Background: an optimization exercise with open tools, aiming at a short achievable clock period and few clock cycles. Do not read the settings as production practice.
At most, simulation tests tie the RTL to the original design; equivalence was not proved.
No activity file was given, so power comes from the tool's default toggle rates.

== nickel ==
// encryption_engine
module encryption_engine (
    input wire sysclk,
    input wire arduino_execute,
    output reg arduino_isfinished,
    input wire arduino_reset,
    input wire [7:0] mem_src_dout,
    output reg mem_src_clk,
    output wire mem_src_oce,
    output reg mem_src_ce,
    output reg mem_src_wre,
    output reg [13:0] mem_src_ad,
    output reg [7:0] mem_src_din,
    input wire [7:0] mem_key_dout,
    output reg mem_key_clk,
    output wire mem_key_oce,
    output reg mem_key_ce,
    output reg mem_key_wre,
    output reg [13:0] mem_key_ad,
    output reg [7:0] mem_key_din,
    input wire [7:0] mem_cmd_dout,
    output reg mem_cmd_clk,
    output wire mem_cmd_oce,
    output reg mem_cmd_ce,
    output reg mem_cmd_wre,
    output reg [13:0] mem_cmd_ad,
    output reg [7:0] mem_cmd_din,
    input wire [7:0] mem_dst_dout,
    output reg mem_dst_clk,
    output wire mem_dst_oce,
    output reg mem_dst_ce,
    output reg mem_dst_wre,
    output reg [13:0] mem_dst_ad,
    output reg [7:0] mem_dst_din,
    input wire [7:0] mem_ram_dout,
    output reg mem_ram_clk,
    output wire mem_ram_oce,
    output reg mem_ram_ce,
    output reg mem_ram_wre,
    output reg [13:0] mem_ram_ad,
    output reg [7:0] mem_ram_din
);
Size: about 170 I/O pins, ~0.036 mm² of cells after synthesis.
export LEC_CHECK = 0
export ABC_CLOCK_PERIOD_IN_PS = 2000
export CAP_MARGIN = 20
export CORE_MARGIN = 2
export CORE_UTILIZATION = 65
export SETUP_SLACK_MARGIN = 3.7
export SLEW_MARGIN = 20
create_clock -name core_clock -period 6.0 [get_ports {sysclk}]
run.sh (not shown) runs the stock make flow with config.mk's settings and CLKGATE_MAP_FILE= SYNTH_SCRIPT=/design/flow/synth_recipe.tcl, a recipe that flattens the netlist after the stock synthesis.
Testbench counts of nickel, summed over its fixed seeds: cycles 787,772.
#### Input delta (lagoon over nickel)
Settings: changing SETUP_SLACK_MARGIN from 3.7 to 4.0; changing CORE_UTILIZATION from 65 to 40.
Notes after the runs:
- The final layout from lagoon, which completed every stage, passed the timing, DRC and antenna checks at the end of the flow.
- nickel: all stages complete, timing, DRC and antenna checks passed
- lagoon vs. nickel: setup slack after placement rose 380 ps, clock power rose by about 12%, global-route wire length before repair moved up, first-iteration detailed-routing DRC count went up, area added between synthesis and finish moved up.
- In terms of peak per-stage delay on the critical path, nickel and lagoon differ only marginally.
- Post-route fraction of the period consumed by the critical path: lagoon vs nickel up 0.59 points
- lagoon ended up with a higher overall die area than nickel did.
- The number of CTS-inserted buffers in lagoon was higher than what nickel gave.
- [lagoon] depth of the worst register-to-register path fell 1 relative to nickel
- Fmax of lagoon falls short of that of nickel slightly.
## Diff of input files: pepper against lagoon
Settings: CORE_UTILIZATION: 40 -> 65; CTS_CLUSTER_DIAMETER: unset -> 100; CTS_CLUSTER_SIZE: unset -> 22; SETUP_SLACK_MARGIN: 4.0 -> 3.7.
==> summary.txt <==
- Looking at total global-route track usage, pepper sits above lagoon.
- Going from lagoon to pepper, number of iterations in the first detailed-routing pass went up, clock edge transition at the registers on the reported setup and hold paths rose by 30 ps, transition at the pin with the smallest max-transition slack now larger.
- Of lagoon and pepper, lagoon shows the higher wire length after detailed routing, with pepper below it.
- Of pepper and lagoon, it is pepper that has the lower count of non-filler cells in the finished layout.
- From lagoon to pepper the numbers moved as follows: ratio of routed vias to standard cells saw an increase, insertion delay of the later-clocked pin in the worst-skew pair saw a decrease, initial antenna violation count saw an increase.
- lagoon → pepper: worst max-slew margin expressed relative to the limit moved down; total chip power fell about 25%.

* * *

## the previous run
Another version of the RTL of encryption_engine (not shown whole).
For scale: about 5000 cells after synthesis, roughly 860 flip-flops, about 170 I/O pins, ~0.041 mm^2 of cells after synthesis.
clock: 6.0 ns
lec_check: 0
abc_clock_period_in_ps: 2000
cap_margin: 20
core_margin: 2
core_utilization: 70
setup_slack_margin: 3.8
slew_margin: 20
The previous run | stages: all done | timing, DRC, antenna: all pass
Input changes introduced in the current run (baseline for comparison: the previous run):
--- a/flow/config.mk
+++ b/flow/config.mk
@@ -11,2 +11,2 @@
-export CORE_UTILIZATION = 70
-export SETUP_SLACK_MARGIN = 3.8
+export CORE_UTILIZATION = 40
+export SETUP_SLACK_MARGIN = 4.0
Compared to the previous run, the current run has die height 32% higher.
Setup slack is higher on the previous run
For the previous run, the start point of the critical path was mem_src_wre$_SDFF_PP0_, unlike the current run, where it was mem_dst_din[0]$_SDFF_PP0_.
The current run does worse than the previous run on total vias in the final route.
Against the previous run, global-route wire length before repair in the current run came out worse.
Clock share of power ended up 3.5 points higher on the current run than on the previous run.
Sort the previous run and the current run by met3 usage asc -> top: the current run
Every stage of the flow completed for the current run, and the final layout passed the timing, DRC and antenna checks.
No functional check of the RTL was part of any run of this note.

* * *

## run 1
encryption_engine, a different RTL version from the one above (not shown whole).
Size: roughly 1400 cells after synthesis, roughly 260 flip-flops, about 170 I/O pins.
Settings: LEC_CHECK=0, ABC_CLOCK_PERIOD_IN_PS=2500, CAP_MARGIN=20, CORE_MARGIN=2, CORE_UTILIZATION=40, SETUP_SLACK_MARGIN=3.0, SLEW_MARGIN=20; clock period 6.0 ns.
Testbench counts of run 1, summed over its fixed seeds: cycles 1,574,018.
Relative to run 1, the following input files were edited for run 2:
- ABC_CLOCK_PERIOD_IN_PS now 2000, was 2500
- SETUP_SLACK_MARGIN now 4.0, was 3.0
--- outcome ---
Cell count: run 2 higher than run 1
Fraction of area in clock buffers and inverters was higher in the run labelled run 1.
Run 2 vs run 1: required arrival time at the worst endpoint up
In run 2, the met1 usage in global routing came out 2.3 points above the value in run 1.
The H-tree depth reported by CTS of run 1 and that of run 2 are within noise of each other.
Looking at beginning of the critical path, the ph result is from run 1; the nopr[1] one comes from run 2.
Run 2 vs run 1 — worst hold margin rose 0.0071 ns.
Compared to run 1, run 2 has post-CTS setup buffer count 107 higher.
From run 1 to run 2 the numbers moved as follows: total power decreased 0.000034 W; logic gate share of total power went up 2.4 points.
Run 2: maximum vdd ir drop 0.0094 mV above run 1
The following lists how run 3 was set up differently from run 2:
- a deleted ABC_CLOCK_PERIOD_IN_PS that had been 2000
- a deleted SETUP_SLACK_MARGIN that had been 4.0
- Compared with run 2, in run 3 global-route usage now sits lower, number of vias per cell after detailed routing now sits lower, final setup slack of the worst path now sits lower, data arrival time of the critical path now sits higher.
- When the final numbers for run 2 and run 3 were put side by side, the shortest period the worst path allows turned out to be smaller in run 2.
- Changes observed in run 3 relative to run 2: number of clock buffers in the layout fell by 6; total wire length after detailed routing fell by 5700 um; number of resized instances in the post-cts repair step fell by 870; required time reported for the critical path endpoint stayed essentially flat.

==> separate check: timing with driven ports <==
Ports are ideal in the flow. The routed layouts listed here were re-timed in OpenROAD. Step 1 assumes that a clkbuf_16 drives the clock port and a buf_2 every other input. Step 2 times the ports against the registers' clock, not the clock port: input delays grow and output delays shrink by t, the midpoint of the rising clock arrivals with the driver on. a / b / c = no drivers / after step 1 / after step 2; a / b = the first two.
run	shift t [ns]	slack for setup (ns)	worst data-port slew with drivers (ns)
nickel	0.679	3.595 / 3.595 / 3.092	0.12
lagoon	0.739	3.559 / 3.495 / 3.031	0.23
pepper	0.663	3.603 / 3.603 / 3.025	0.12
the previous run	0.714	3.680 / 3.612 / 2.988	0.32
the current run	0.757	3.588 / 3.514 / 3.105	0.31
run 1	0.589	3.058 / 3.012 / 2.463	0.05
run 2	0.592	3.405 / 3.405 / 2.855	0.05
run 3	0.587	2.213 / 2.213 / 2.016	0.06
After both steps setup and hold are still met in every run listed. The setup slack of the previous run, which loses most, moves by -0.068 ns with the drivers and by -0.692 ns with both steps.
